This design comes from an exercise in tuning for small area and a short achievable clock period on the open sky130 flow, not from production work.
At most, simulation tests tie the RTL to the original design; equivalence was not proved.

Setup of v4:
## FPU_top
module FPU_top  #(
    parameter NUM_OP    = 1
)(
    input logic                 i_clk           ,
    input logic                 i_rst_n         ,
    input logic [NUM_OP-1:0]    i_add_sub       ,
    input logic [31:0]          i_32_a          ,
    input logic [31:0]          i_32_b          ,
    output logic [31:0]         o_32_s          ,
    output logic                o_ov_flag       ,
    output logic                o_un_flag
);
==> flow/config.mk <==
export PLATFORM = sky130hd
export DESIGN_NAME = FPU_top
export DESIGN_NICKNAME = FPU_top
export VERILOG_FILES = /design/flow/design.v
export SDC_FILE = /design/flow/constraint.sdc
export NUM_CORES = 4
export LEC_CHECK = 0
export ABC_AREA = 1
export CAP_MARGIN = 20
export CORE_MARGIN = 2
export CORE_UTILIZATION = 40
export PLACE_DENSITY = 0.6
export SLEW_MARGIN = 20
==> flow/constraint.sdc <==
create_clock -name core_clock -period 15.0 [get_ports {i_clk}]
set_input_delay 3.0000 -clock core_clock [delete_from_list [all_inputs] [get_ports {i_clk}]]
set_output_delay 3.0000 -clock core_clock [all_outputs]
set_load 0.01 [all_outputs]
standard.sh (not shown) runs the stock make flow with config.mk's settings and CLKGATE_MAP_FILE= SYNTH_SCRIPT=/design/flow/synth_recipe.tcl, a recipe that flattens the netlist after the stock synthesis.
==> flow/flow/run.sh <==
#!/bin/bash
set -euo pipefail
bash standard.sh SETUP_SLACK_MARGIN=9.3 "BUFFER_PORTS_ARGS=-buffer_cell sky130_fd_sc_hd__buf_2" finish > standard_flow.log 2>&1
> inputs changed (v4 -> v20)
--- a/flow/design.v
+++ b/flow/design.v
@@ -780,42 +780,44 @@
 logic [27:0] w_sh [5:0];
 logic [27:0] w_Rf, w_Nf;
 logic        w_coutf, w_ovf, w_zerof, w_rndf, w_rnd_ovf;
 logic [7:0]  w_expf;
 assign w_A = {1'b1, r_big, 4'b0};
 assign w_sh[0] = {1'b1, r_small, 4'b0} ^ {28{r_eff_sub}};
 generate
     for (gi = 0; gi < 5; gi++) begin : GEN_RSHIFT
         assign w_sh[gi+1] = r_shamt[gi] ? {{(1<<gi){r_eff_sub}}, w_sh[gi][27:(1<<gi)]} : w_sh[gi];
     end
 endgenerate
-assign w_Bf = w_sh[5];
-assign {w_coutf, w_Rf} = {1'b0, w_A} + {1'b0, w_Bf} + {28'd0, r_eff_sub};
+logic [27:0] w_Bn;
+assign w_Bn = r_sh0n ? {1'b1, r_small, 4'b0} : {1'b0, 1'b1, r_small, 3'b0};
+assign w_Bf = r_near ? ~w_Bn : w_sh[5];
+logic [27:0] w_Sf;
+assign {w_coutf, w_Sf} = {1'b0, w_A} + {1'b0, w_Bf} + {28'd0, r_eff_sub & ~r_swap2};
+assign w_Rf = w_Sf ^ {28{r_swap2}};
 assign w_ovf   = ~r_eff_sub & w_coutf;
 assign w_zerof = ~|w_Rf[27:4];
 assign w_Nf = w_ovf ? {1'b1, w_Rf[27:1]} : (w_Rf[27] ? w_Rf : {w_Rf[26:0], 1'b0});
 assign w_rndf    = ~w_zerof & w_Nf[2] & (w_Nf[3] | w_Nf[1] | w_Nf[0]);
 assign w_rnd_ovf = w_rndf & (&w_Nf[27:4]);
 always_comb begin
     if (w_zerof)                  w_expf = 8'h00;
     else if (w_ovf | w_rnd_ovf)   w_expf = r_emax + 8'd1;
     else if (w_Rf[27])            w_expf = r_emax;
     else                          w_expf = r_emax - 8'd1;
 end
-logic [27:0] w_Bn, w_Sn, w_Rn, w_Nn;
+logic [27:0] w_Rn, w_Nn;
 logic [4:0]  w_lz;
 logic        w_zeron;
 logic [7:0]  w_expn;
-assign w_Bn = r_sh0n ? {1'b1, r_small, 4'b0} : {1'b0, 1'b1, r_small, 3'b0};
-assign w_Sn = w_A + ~w_Bn + {27'd0, ~r_swap2};
-assign w_Rn = w_Sn ^ {28{r_swap2}};
+assign w_Rn = w_Rf;
 logic [31:0] w_lzd_in;
 assign w_lzd_in = {w_Rn[27:4], 8'hFF};
 logic [15:0] w_v1;  logic [15:0] w_p1;
 logic [7:0]  w_v2;  logic [1:0]  w_p2 [7:0];
 logic [3:0]  w_v3;  logic [2:0]  w_p3 [3:0];
 logic [1:0]  w_v4;  logic [3:0]  w_p4 [1:0];
 generate
     for (gi = 0; gi < 16; gi++) begin : GEN_LZ1
         assign w_v1[gi] = w_lzd_in[2*gi+1] | w_lzd_in[2*gi];
         assign w_p1[gi] = ~w_lzd_in[2*gi+1];
     end
Findings:
- Worst-skew pair later-pin latency: higher on v4
- As of v20, non-clock buffer count had risen by more than half compared to v4.
- Sort v4 and v20 by worst-case hold slack, ascending, and v4 comes first.
- Compared with v4, v20 shows synthesized instance count that has gone down by a little under 10%.
- Total routing resource utilization after global routing in v20 vs v4: up 3.4 points
Function not checked in v20: the RTL went through the layout flow alone.

## what the ideal ports hide
Ports are ideal in the flow. The routed layouts listed here were re-timed in OpenROAD.
Step 1: set_driving_cell puts a clkbuf_16 on i_clk and a buf_2 on each other input, an assumption about the parent block.
Step 2 adds t to the input delays and takes it off the output delays; t is the mean of the earliest and latest rising clock arrival at the registers after step 1. Input paths then give back, and output paths get back, about the clock's delay inside the block.
Three values: no drivers, after step 1, after step 2; two values: the first two.
| run | shift t [ns] | setup slack, ns | hold slack, ns | latest minus earliest clock arrival (ns) | worst slew at a driven data input, ns |
|---|---|---|---|---|---|
| v4 | 0.417 | 9.497 / 9.447 / 9.238 | 0.329 / 0.329 / 0.329 | 0.012 / 0.012 | 0.05 |
| v20 | 0.396 | 8.791 / 8.743 / 9.138 | 0.339 / 0.339 / 0.339 | 0.017 / 0.017 | 0.05 |
After both steps every run listed still meets setup and hold. The setup slack of v4, which loses most, moves by -0.050 ns with the drivers and by -0.259 ns with both steps.
